This is an optimization exercise on Yosys and OpenROAD, whose aim is small area, a short achievable clock period and few clock cycles per item, not a production implementation.
Where RTL was checked, it was by simulation tests only, not by an equivalence proof against the original.
Power and IR drop assume default switching activity.

==> amber <==
==> flow/design.v <==
`timescale 1ns / 1ps
module shift_sub_mod_mul #(
  parameter Data_Width = 256
)(
  input  logic                      i_clk,
  input  logic                      i_rst_n,
  input  logic                      i_load,
  input  logic [Data_Width - 1 : 0] i_a,
  input  logic [Data_Width - 1 : 0] i_b,
  input  logic [Data_Width - 1 : 0] i_m,
  output logic                      o_ready,
  output logic                      o_busy,
  output logic [Data_Width - 1 : 0] o_p
);
  localparam int N = Data_Width;
  localparam int W = Data_Width + 2;
  logic [N-1:0] a_r, m_r;
  logic [N+1:0] b_r;               
  logic [W-1:0] s_r, c_r;
  logic       ph_first, ph_step, ph_res, ph_rot, addm;
  logic       sel_shl, sel_res;    
  logic [7:0] cnt, sh;
  function automatic logic [23:0] thr(input logic [3:0] mi);
    case (mi)
      4'd5:    thr = {-8'sd6,  8'sd6,  8'sd16};
      4'd6:    thr = {-8'sd6,  8'sd8,  8'sd20};
      4'd7:    thr = {-8'sd6,  8'sd10, 8'sd24};
      4'd8:    thr = {-8'sd6,  8'sd12, 8'sd28};
      4'd9:    thr = {-8'sd7,  8'sd13, 8'sd31};
      4'd10:   thr = {-8'sd9,  8'sd13, 8'sd33};
      4'd11:   thr = {-8'sd11, 8'sd13, 8'sd35};
      4'd12:   thr = {-8'sd13, 8'sd13, 8'sd37};
      4'd13:   thr = {-8'sd15, 8'sd13, 8'sd39};
      4'd14:   thr = {-8'sd17, 8'sd13, 8'sd41};
      4'd15:   thr = {-8'sd19, 8'sd13, 8'sd43};
      default: thr = {-8'sd6,  8'sd4,  8'sd12};
    endcase
  endfunction
  function automatic logic [8:0] add9(input logic [8:0] a, input logic [8:0] b);
    logic [8:0] g, p, gg, pp;
    g = a & b;
    p = a ^ b;
    gg = g;
    pp = p;
    for (int d = 1; d < 9; d = d * 2) begin
      for (int i = 8; i >= d; i--) begin
        gg[i] = gg[i] | (pp[i] & gg[i-d]);
        pp[i] = pp[i] & pp[i-d];
      end
    end
    add9 = p ^ {gg[7:0], 1'b0};
  endfunction
  function automatic logic sign9(input logic [8:0] a, input logic [8:0] b);
    logic [8:0] s;
    s = add9(a, b);
    sign9 = s[8];
  endfunction
  function automatic logic [1:0] qsel(input logic [2:0] ge);
    qsel = ge[1] ? (ge[2] ? 2'd3 : 2'd2) : (ge[0] ? 2'd1 : 2'd0);
  endfunction
  function automatic logic [W-1:0] ymul(input logic [3:0] q, input logic [N-1:0] m);
    ymul = q[2] ? ~{2'b00, m} :
           q[3] ? ~{1'b0, m, 1'b0} :
           q[0] ?  {2'b00, m} : '0;
  endfunction
  function automatic logic [3:0] onehot(input logic [1:0] d);
    onehot = 4'b0001 << d;
  endfunction
  logic [3:0]    q1_r;
  logic          stepq;
  logic [3:0]    mi;
  logic [3:0]    q1, q2;
  logic [W-1:0]  x1, y1, z1, yy1, s1a, c1a, s1, c1;
  logic [W-1:0]  x2, y2, z2, yy2, s2a, c2a, s2, c2;
  logic [W-1:0]  ym [4];
  assign stepq = ph_first | ph_step;
  assign mi    = m_r[N-1:N-4];
  assign z1 = b_r[N+1] ? {2'b00, a_r} : '0;
  assign z2 = b_r[N]   ? {2'b00, a_r} : '0;
  always_comb for (int k = 0; k < 4; k++) ym[k] = ymul(4'b0001 << k, m_r);
  assign x1 = ({W{sel_shl}} & {s_r[W-2:0], ph_rot & s_r[W-1]}) | ({W{sel_res}} & {1'b0, s_r[W-1:1]});
  assign y1 = ({W{sel_shl}} & {c_r[W-2:0], 1'b0})              | ({W{sel_res}} & {1'b0, c_r[W-1:1]});
  assign q1  = q1_r;
  assign yy1 = ymul(q1, m_r);
  assign s1a = x1 ^ y1 ^ z1;
  assign c1a = {((x1 & y1) | (x1 & z1) | (y1 & z1)), 1'b0} | {{(W-1){1'b0}}, q1[2] | q1[3]};
  assign s1  = s1a ^ c1a ^ yy1;
  assign c1  = {((s1a & c1a) | (s1a & yy1) | (c1a & yy1)), 1'b0};
  logic [8:0] zy2_r, zy3_r;
  logic [8:0] xw2, yw2, xw3, yw3;
  logic [8:0] aw [8];
  assign xw2 = s_r[W-3:W-11];
  assign yw2 = c_r[W-3:W-11];
  assign xw3 = s_r[W-4:W-12];
  assign yw3 = c_r[W-4:W-12];
  assign aw[0] = 9'd0;
  assign aw[1] = {2'b00, a_r[N-1:N-7]};
  assign aw[2] = {1'b0, a_r[N-1:N-8]};
  assign aw[4] = a_r[N-1:N-9];
  assign aw[3] = add9(aw[1], aw[2]);
  assign aw[5] = add9(aw[1], aw[4]);
  assign aw[6] = add9(aw[2], aw[4]);
  assign aw[7] = add9(aw[3], aw[4]);
  logic [8:0] k2 [3];
  logic [8:0] k3 [4][3];
  always_comb begin
    logic [23:0] tt;
    logic [8:0]  t4;
    tt = thr(mi);
    for (int j = 0; j < 3; j++) begin
      t4 = {tt[8*(2-j) +: 7], 2'b00};
      k2[j] = -t4;
      for (int k = 0; k < 4; k++) k3[k][j] = add9(ym[k][W-2:W-10], -t4);
    end
  end
  logic [8:0] xs2, xs3;
  logic [2:0] ge2;
  logic [2:0] ge3 [4];
  logic [8:0] zy3k1 [3];
  assign xs2 = add9(xw2 ^ yw2 ^ zy2_r,
                    {(xw2[7:0] & yw2[7:0]) | (xw2[7:0] & zy2_r[7:0]) | (yw2[7:0] & zy2_r[7:0]), 1'b0});
  assign xs3 = add9(xw3 ^ yw3 ^ zy3_r,
                    {(xw3[7:0] & yw3[7:0]) | (xw3[7:0] & zy3_r[7:0]) | (yw3[7:0] & zy3_r[7:0]), 1'b0});
  always_comb begin
    for (int j = 0; j < 3; j++) begin
      ge2[j] = ~sign9(xs2, k2[j]);
      for (int k = 0; k < 4; k++)
        ge3[k][j] = ~sign9(xs3, k3[k][j]);
      zy3k1[j] = add9(zy3_r, k3[1][j]);
    end
  end
  logic [2:0] gef;
  always_comb for (int j = 0; j < 3; j++) gef[j] = ~zy3k1[j][8];
  assign q2 = ph_step ? onehot(qsel(ge2)) : (addm ? 4'b0001 : 4'b0010);
  logic [3:0] q3;
  logic [8:0] zy2_n, zy3_n, za2_n, za3_n;
  always_comb begin
    logic [1:0] d;
    d = '0;
    for (int k = 0; k < 4; k++) if (q2[k]) d = d | qsel(ge3[k]);
    if (ph_first) d = qsel(gef);
    q3 = onehot(d);
  end
  assign za2_n = aw[{b_r[N-1], b_r[N-2]}];
  assign za3_n = aw[{b_r[N-1], b_r[N-2], b_r[N-3]}];
  always_comb begin
    zy2_n = '0;
    zy3_n = '0;
    for (int k = 0; k < 4; k++) begin
      zy2_n = zy2_n | ({9{q3[k]}} & add9(za2_n, ym[k][W-2:W-10]));
      zy3_n = zy3_n | ({9{q3[k]}} & add9(za3_n, ym[k][W-3:W-11]));
    end
  end
  assign x2 = {s1[W-2:0], (ph_rot & s1[W-1]) | (sel_res & s_r[0])};
  assign y2 = {c1[W-2:0], 1'b0};
  assign yy2 = ymul(q2, m_r);
  assign s2a = x2 ^ y2 ^ z2;
  assign c2a = {((x2 & y2) | (x2 & z2) | (y2 & z2)), 1'b0} | {{(W-1){1'b0}}, q2[2] | q2[3]};
  assign s2  = s2a ^ c2a ^ yy2;
  assign c2  = {((s2a & c2a) | (s2a & yy2) | (c2a & yy2)), 1'b0};
  logic la_cz, la_neg;
  assign la_cz  = ~|c1a;
  assign la_neg = s1a[W-2];
  logic       n_first, n_step, n_res, n_rot, n_addm, n_ready, n_busy;
  logic [7:0] n_cnt, n_sh;
  always_comb begin
    n_first = ph_first;
    n_step  = ph_step;
    n_res   = ph_res;
    n_rot   = ph_rot;
    n_addm  = addm;
    n_cnt   = cnt;
    n_sh    = sh;
    n_ready = 1'b0;
    n_busy  = o_busy;
    if (i_load) begin
      n_first = 1'b1;
      n_step  = 1'b0;
      n_res   = 1'b0;
      n_rot   = 1'b0;
      n_addm  = 1'b0;
      n_cnt   = '0;
      n_sh    = '0;
      n_busy  = 1'b1;
    end else begin
      if (ph_first) begin
        if (m_r[N-1:N-2] != 2'b00) begin
          n_first = 1'b0;
          n_step  = 1'b1;
          n_cnt   = 8'd1;
        end else begin
          n_sh = sh + 8'd2;
        end
      end
      if (ph_step) begin
        n_cnt = cnt + 8'd1;
        if (cnt == 8'd128) begin
          n_step = 1'b0;
          n_res  = 1'b1;
        end
      end
      if (ph_res) begin
        if (addm) begin
          n_addm = 1'b0;
        end else if (la_cz) begin
          if (la_neg) begin
            n_addm = 1'b1;
          end else if (sh == 8'd0) begin
            n_res   = 1'b0;
            n_ready = 1'b1;
            n_busy  = 1'b0;
          end else begin
            n_res = 1'b0;
            n_rot = 1'b1;
            n_cnt = {1'b0, sh[7:1]};
          end
        end
      end
      if (ph_rot) begin
        n_cnt = cnt + 8'd1;
        if (cnt == 8'd128) begin
          n_rot   = 1'b0;
          n_ready = 1'b1;
          n_busy  = 1'b0;
        end
      end
    end
  end
  always_ff @(posedge i_clk or negedge i_rst_n) begin
    if (!i_rst_n) begin
      ph_first <= 1'b0;
      ph_step  <= 1'b0;
      ph_res   <= 1'b0;
      ph_rot   <= 1'b0;
      addm     <= 1'b0;
      cnt      <= '0;
      sh       <= '0;
      o_busy   <= 1'b0;
      o_ready  <= 1'b0;
      sel_shl  <= 1'b0;
      sel_res  <= 1'b1;
    end else begin
      ph_first <= n_first;
      ph_step  <= n_step;
      ph_res   <= n_res;
      ph_rot   <= n_rot;
      addm     <= n_addm;
      cnt      <= n_cnt;
      sh       <= n_sh;
      o_busy   <= n_busy;
      o_ready  <= n_ready;
      sel_shl  <= n_step | n_rot;
      sel_res  <= ~n_first & ~n_step & ~n_rot;
    end
  end
  always_ff @(posedge i_clk) begin
    s_r <= s2;
    c_r <= c2;
    if (i_load) begin
      a_r <= i_a;
      m_r   <= i_m;
      b_r   <= {2'b00, i_b};
      q1_r  <= 4'b0010;
      zy2_r <= 9'd0;
      zy3_r <= i_b[N-1] ? {2'b00, i_a[N-1:N-7]} : 9'd0;
    end else begin
      b_r <= {b_r[N-1:0], 2'b00};
      if (m_r[N-1:N-2] == 2'b00) m_r <= {m_r[N-3:0], 2'b00};
      if (n_step) begin
        q1_r  <= q3;
        zy2_r <= zy2_n;
        zy3_r <= zy3_n;
      end else begin
        q1_r  <= 4'b0010;
        zy2_r <= 9'd0;
        zy3_r <= b_r[N-3] ? {2'b00, a_r[N-1:N-7]} : 9'd0;
      end
    end
  end
  assign o_p = s_r[N-1:0];
endmodule
==> flow/flow/run.sh <==
#!/bin/bash
bash standard.sh SETUP_SLACK_MARGIN=10 "BUFFER_PORTS_ARGS=-buffer_cell sky130_fd_sc_hd__buf_1" finish > standard_run.log 2>&1
==> flow/standard.sh <==
#!/bin/bash
# synth_recipe.tcl (not shown) runs the flow's synth.tcl, then flattens the netlist and writes it again
# the make line also repeats each setting of config.mk as NAME=value (left out here)
make -C /OpenROAD-flow-scripts/flow DESIGN_CONFIG=/design/flow/config.mk WORK_HOME=/design/flow/orfs CLKGATE_MAP_FILE= SYNTH_SCRIPT=/design/flow/synth_recipe.tcl "${@:-finish}"
==> flow/config.mk <==
export PLATFORM = sky130hd
export DESIGN_NAME = shift_sub_mod_mul
export DESIGN_NICKNAME = shift_sub_mod_mul
export VERILOG_FILES = /design/flow/design.v
export SDC_FILE = /design/flow/constraint.sdc
export NUM_CORES = 4
export LEC_CHECK = 0
export CAP_MARGIN = 30
export CORE_MARGIN = 2
export CORE_UTILIZATION = 50
export SETUP_SLACK_MARGIN = 0.5
export SLEW_MARGIN = 40
==> flow/constraint.sdc <==
create_clock -name core_clock -period 14.0 [get_ports {i_clk}]
set_input_delay 2.8000 -clock core_clock [delete_from_list [all_inputs] [get_ports {i_clk}]]
set_output_delay 2.8000 -clock core_clock [all_outputs]
set_load 0.01 [all_outputs]
==> onyx (differences from amber) <==
--- a/flow/design.v
+++ b/flow/design.v
@@ -21,41 +21,25 @@
   logic       sel_shl, sel_res;    
   logic [7:0] cnt, sh;
-  function automatic logic [23:0] thr(input logic [3:0] mi);
+  function automatic logic [1:0] qdec(input logic [6:0] h, input logic [3:0] mi);
+    logic signed [7:0] hs, t0, t1, t2;
+    hs = {h[6], h};
     case (mi)
-      4'd5:    thr = {-8'sd6,  8'sd6,  8'sd16};
-      4'd6:    thr = {-8'sd6,  8'sd8,  8'sd20};
-      4'd7:    thr = {-8'sd6,  8'sd10, 8'sd24};
-      4'd8:    thr = {-8'sd6,  8'sd12, 8'sd28};
-      4'd9:    thr = {-8'sd7,  8'sd13, 8'sd31};
-      4'd10:   thr = {-8'sd9,  8'sd13, 8'sd33};
-      4'd11:   thr = {-8'sd11, 8'sd13, 8'sd35};
-      4'd12:   thr = {-8'sd13, 8'sd13, 8'sd37};
-      4'd13:   thr = {-8'sd15, 8'sd13, 8'sd39};
-      4'd14:   thr = {-8'sd17, 8'sd13, 8'sd41};
-      4'd15:   thr = {-8'sd19, 8'sd13, 8'sd43};
-      default: thr = {-8'sd6,  8'sd4,  8'sd12};
+      4'd5:    begin t0 = -8'sd6;  t1 = 8'sd6;  t2 = 8'sd16; end
+      4'd6:    begin t0 = -8'sd6;  t1 = 8'sd8;  t2 = 8'sd20; end
+      4'd7:    begin t0 = -8'sd6;  t1 = 8'sd10; t2 = 8'sd24; end
+      4'd8:    begin t0 = -8'sd6;  t1 = 8'sd12; t2 = 8'sd28; end
+      4'd9:    begin t0 = -8'sd7;  t1 = 8'sd13; t2 = 8'sd31; end
+      4'd10:   begin t0 = -8'sd9;  t1 = 8'sd13; t2 = 8'sd33; end
+      4'd11:   begin t0 = -8'sd11; t1 = 8'sd13; t2 = 8'sd35; end
+      4'd12:   begin t0 = -8'sd13; t1 = 8'sd13; t2 = 8'sd37; end
+      4'd13:   begin t0 = -8'sd15; t1 = 8'sd13; t2 = 8'sd39; end
+      4'd14:   begin t0 = -8'sd17; t1 = 8'sd13; t2 = 8'sd41; end
+      4'd15:   begin t0 = -8'sd19; t1 = 8'sd13; t2 = 8'sd43; end
+      default: begin t0 = -8'sd6;  t1 = 8'sd4;  t2 = 8'sd12; end
     endcase
-  endfunction
-  function automatic logic [8:0] add9(input logic [8:0] a, input logic [8:0] b);
-    logic [8:0] g, p, gg, pp;
-    g = a & b;
-    p = a ^ b;
-    gg = g;
-    pp = p;
-    for (int d = 1; d < 9; d = d * 2) begin
-      for (int i = 8; i >= d; i--) begin
-        gg[i] = gg[i] | (pp[i] & gg[i-d]);
-        pp[i] = pp[i] & pp[i-d];
-      end
-    end
-    add9 = p ^ {gg[7:0], 1'b0};
-  endfunction
-  function automatic logic sign9(input logic [8:0] a, input logic [8:0] b);
-    logic [8:0] s;
-    s = add9(a, b);
-    sign9 = s[8];
-  endfunction
-  function automatic logic [1:0] qsel(input logic [2:0] ge);
-    qsel = ge[1] ? (ge[2] ? 2'd3 : 2'd2) : (ge[0] ? 2'd1 : 2'd0);
+    if (hs < t0)      qdec = 2'd0;
+    else if (hs < t1) qdec = 2'd1;
+    else if (hs < t2) qdec = 2'd2;
+    else              qdec = 2'd3;
   endfunction
   function automatic logic [W-1:0] ymul(input logic [3:0] q, input logic [N-1:0] m);
@@ -90,47 +74,27 @@
   logic [8:0] xw2, yw2, xw3, yw3;
   logic [8:0] aw [8];
-  assign xw2 = s_r[W-3:W-11];
-  assign yw2 = c_r[W-3:W-11];
-  assign xw3 = s_r[W-4:W-12];
-  assign yw3 = c_r[W-4:W-12];
+  logic [8:0] base2;
+  logic [1:0] d3 [4];
+  assign xw2 = ph_first ? 9'd0 : s_r[W-3:W-11];
+  assign yw2 = ph_first ? 9'd0 : c_r[W-3:W-11];
+  assign xw3 = ph_first ? 9'd0 : s_r[W-4:W-12];
+  assign yw3 = ph_first ? 9'd0 : c_r[W-4:W-12];
   assign aw[0] = 9'd0;
   assign aw[1] = {2'b00, a_r[N-1:N-7]};
   assign aw[2] = {1'b0, a_r[N-1:N-8]};
   assign aw[4] = a_r[N-1:N-9];
-  assign aw[3] = add9(aw[1], aw[2]);
-  assign aw[5] = add9(aw[1], aw[4]);
-  assign aw[6] = add9(aw[2], aw[4]);
-  assign aw[7] = add9(aw[3], aw[4]);
-  logic [8:0] k2 [3];
-  logic [8:0] k3 [4][3];
-  always_comb begin
-    logic [23:0] tt;
-    logic [8:0]  t4;
-    tt = thr(mi);
-    for (int j = 0; j < 3; j++) begin
-      t4 = {tt[8*(2-j) +: 7], 2'b00};
-      k2[j] = -t4;
-      for (int k = 0; k < 4; k++) k3[k][j] = add9(ym[k][W-2:W-10], -t4);
-    end
-  end
-  logic [8:0] xs2, xs3;
-  logic [2:0] ge2;
-  logic [2:0] ge3 [4];
-  logic [8:0] zy3k1 [3];
-  assign xs2 = add9(xw2 ^ yw2 ^ zy2_r,
-                    {(xw2[7:0] & yw2[7:0]) | (xw2[7:0] & zy2_r[7:0]) | (yw2[7:0] & zy2_r[7:0]), 1'b0});
-  assign xs3 = add9(xw3 ^ yw3 ^ zy3_r,
-                    {(xw3[7:0] & yw3[7:0]) | (xw3[7:0] & zy3_r[7:0]) | (yw3[7:0] & zy3_r[7:0]), 1'b0});
-  always_comb begin
-    for (int j = 0; j < 3; j++) begin
-      ge2[j] = ~sign9(xs2, k2[j]);
-      for (int k = 0; k < 4; k++)
-        ge3[k][j] = ~sign9(xs3, k3[k][j]);
-      zy3k1[j] = add9(zy3_r, k3[1][j]);
-    end
-  end
-  logic [2:0] gef;
-  always_comb for (int j = 0; j < 3; j++) gef[j] = ~zy3k1[j][8];
-  assign q2 = ph_step ? onehot(qsel(ge2)) : (addm ? 4'b0001 : 4'b0010);
+  assign aw[3] = aw[1] + aw[2];
+  assign aw[5] = aw[1] + aw[4];
+  assign aw[6] = aw[2] + aw[4];
+  assign aw[7] = aw[3] + aw[4];
+  assign base2 = xw2 + yw2 + zy2_r;
+  always_comb begin
+    logic [8:0] t;
+    for (int k = 0; k < 4; k++) begin
+      t = xw3 + yw3 + (zy3_r + ym[k][W-2:W-10]);
+      d3[k] = qdec(t[8:2], mi);
+    end
+  end
+  assign q2 = stepq ? onehot(qdec(base2[8:2], mi)) : (addm ? 4'b0001 : 4'b0010);
   logic [3:0] q3;
   logic [8:0] zy2_n, zy3_n, za2_n, za3_n;
@@ -138,6 +102,5 @@
     logic [1:0] d;
     d = '0;
-    for (int k = 0; k < 4; k++) if (q2[k]) d = d | qsel(ge3[k]);
-    if (ph_first) d = qsel(gef);
+    for (int k = 0; k < 4; k++) if (q2[k]) d = d | d3[k];
     q3 = onehot(d);
   end
@@ -148,6 +111,6 @@
     zy3_n = '0;
     for (int k = 0; k < 4; k++) begin
-      zy2_n = zy2_n | ({9{q3[k]}} & add9(za2_n, ym[k][W-2:W-10]));
-      zy3_n = zy3_n | ({9{q3[k]}} & add9(za3_n, ym[k][W-3:W-11]));
+      zy2_n = zy2_n | ({9{q3[k]}} & (za2_n + ym[k][W-2:W-10]));
+      zy3_n = zy3_n | ({9{q3[k]}} & (za3_n + ym[k][W-3:W-11]));
     end
   end
@@ -160,6 +123,6 @@
   assign c2  = {((s2a & c2a) | (s2a & yy2) | (c2a & yy2)), 1'b0};
   logic la_cz, la_neg;
-  assign la_cz  = ~|c1a;
-  assign la_neg = s1a[W-2];
+  assign la_cz  = ~|c1;
+  assign la_neg = s1[W-2];
   logic       n_first, n_step, n_res, n_rot, n_addm, n_ready, n_busy;
   logic [7:0] n_cnt, n_sh;
@@ -198,4 +161,5 @@
           n_step = 1'b0;
           n_res  = 1'b1;
+          n_addm = q3[0];
         end
       end
==> flow/flow/run.sh (replaced) <==
#!/bin/bash
bash standard.sh SETUP_SLACK_MARGIN=7.5 finish > standard_run.log 2>&1
--- a/flow/config.mk
+++ b/flow/config.mk
@@ -8,5 +8,5 @@
 export CAP_MARGIN = 30
 export CORE_MARGIN = 2
-export CORE_UTILIZATION = 50
+export CORE_UTILIZATION = 35
 export SETUP_SLACK_MARGIN = 0.5
 export SLEW_MARGIN = 40
==> xenon (differences from amber) <==
--- a/flow/design.v
+++ b/flow/design.v
@@ -90,8 +90,8 @@
   logic [8:0] xw2, yw2, xw3, yw3;
   logic [8:0] aw [8];
-  assign xw2 = s_r[W-3:W-11];
-  assign yw2 = c_r[W-3:W-11];
-  assign xw3 = s_r[W-4:W-12];
-  assign yw3 = c_r[W-4:W-12];
+  assign xw2 = ph_first ? 9'd0 : s_r[W-3:W-11];
+  assign yw2 = ph_first ? 9'd0 : c_r[W-3:W-11];
+  assign xw3 = ph_first ? 9'd0 : s_r[W-4:W-12];
+  assign yw3 = ph_first ? 9'd0 : c_r[W-4:W-12];
   assign aw[0] = 9'd0;
   assign aw[1] = {2'b00, a_r[N-1:N-7]};
@@ -117,5 +117,4 @@
   logic [2:0] ge2;
   logic [2:0] ge3 [4];
-  logic [8:0] zy3k1 [3];
   assign xs2 = add9(xw2 ^ yw2 ^ zy2_r,
                     {(xw2[7:0] & yw2[7:0]) | (xw2[7:0] & zy2_r[7:0]) | (yw2[7:0] & zy2_r[7:0]), 1'b0});
@@ -127,10 +126,7 @@
       for (int k = 0; k < 4; k++)
         ge3[k][j] = ~sign9(xs3, k3[k][j]);
-      zy3k1[j] = add9(zy3_r, k3[1][j]);
-    end
-  end
-  logic [2:0] gef;
-  always_comb for (int j = 0; j < 3; j++) gef[j] = ~zy3k1[j][8];
-  assign q2 = ph_step ? onehot(qsel(ge2)) : (addm ? 4'b0001 : 4'b0010);
+    end
+  end
+  assign q2 = stepq ? onehot(qsel(ge2)) : (addm ? 4'b0001 : 4'b0010);
   logic [3:0] q3;
   logic [8:0] zy2_n, zy3_n, za2_n, za3_n;
@@ -139,5 +135,4 @@
     d = '0;
     for (int k = 0; k < 4; k++) if (q2[k]) d = d | qsel(ge3[k]);
-    if (ph_first) d = qsel(gef);
     q3 = onehot(d);
   end
==> flow/flow/run.sh (replaced) <==
#!/bin/bash
bash standard.sh SETUP_SLACK_MARGIN=9.5 finish > standard_run.log 2>&1
--- a/flow/config.mk
+++ b/flow/config.mk
@@ -8,5 +8,5 @@
 export CAP_MARGIN = 30
 export CORE_MARGIN = 2
-export CORE_UTILIZATION = 50
+export CORE_UTILIZATION = 35
 export SETUP_SLACK_MARGIN = 0.5
 export SLEW_MARGIN = 40
==> qor summary <==
metric                                                                           onyx             amber             xenon
P&R area growth vs syn                                                          19.7%             33.5%             33.9%
DIE WIDTH                                                                      512 um            434 um            517 um
Worst hold path endpoint                                              b_r[15]$_DFF_P_  b_r[112]$_DFF_P_  b_r[110]$_DFF_P_
Tmin final                                                                    6.34 ns           5.35 ns           5.64 ns
Gpl congestion                                                                  0.947             0.970             0.989
Layout filler cell count                                                        24500             13900             23900
Met3 routed wirelength                                                       34500 um          50600 um          50300 um
Inserted tap cell count                                                          3384              2464              3515
Syn Inst Count                                                                   8766              9204              9222
Status                                                                failed layout checks    finished clean    finished clean
Reasons for failing layout checks                       capacitance limit, slew limit                 -                 -
Antenna violations before repair                                                   52                60                67
Number of clock buffers in the layout                                             225               227               234
Initial cell density of the core                                                35.2%             50.4%             35.2%
Proportion of layout cells with a drive suffix above 1                          7.49%             27.6%             20.2%
Worst-case clock buffer depth                                                       3                 3                 4
Cell Count Post-Placement                                                       12500             12000             13100
Net switching fraction of the power                                             47.7%             46.7%             47.6%
Number of nets produced by synthesis                                            10800             11300             11300
Footprint of the multi-input gates                                        0.0495 mm^2       0.0573 mm^2       0.0557 mm^2
Launch instance of the worst min-delay path                           b_r[13]$_DFF_P_  b_r[110]$_DFF_P_  b_r[108]$_DFF_P_
Portion of netlist area occupied by mux cells                                   3.60%             3.73%             3.51%
Post-Synth XOR/XNOR Area                                                       0.995%             1.46%             1.53%
Drt first pass iters                                                                9                 9                 8
Testbench counts of onyx, summed over its fixed seeds: cycles 25,722, ops 192.
Function not checked in amber and xenon: the RTL went through the layout flow alone.

==> afterwards: timing with drivers on the ports <==
No port has a modelled driver above. Below, the same layouts with a new extraction and two added sets of constraints. Step 1 (the two cells are an assumption about what drives the block):
set clk [get_ports {i_clk}]
set_driving_cell -lib_cell sky130_fd_sc_hd__clkbuf_16 $clk
set_driving_cell -lib_cell sky130_fd_sc_hd__buf_2 [delete_from_list [all_inputs] $clk]
Step 2 moves the port delays by t, midway between the first and last clock arrival at a register: inputs arrive t later, outputs are due t later. That takes back most of the time a late clock gives input paths. Slacks: ideal ports / drivers / drivers and shift; pairs: ideal ports / drivers.
run	t, ns	setup WS [ns]	slew at the worst register clock pin (ns)	worst data-port slew with drivers (ns)	pins driven straight from the clock port
amber	0.955	8.654 / 8.654 / 8.654	0.07 / 0.07	0.20	1
onyx	0.920	7.660 / 7.660 / 7.387	0.07 / 0.07	0.30	1
xenon	0.929	8.360 / 8.360 / 8.209	0.07 / 0.07	0.24	1
For onyx, which loses most, drivers alone change the setup slack by 0.000 ns; drivers and shift together by -0.273 ns.
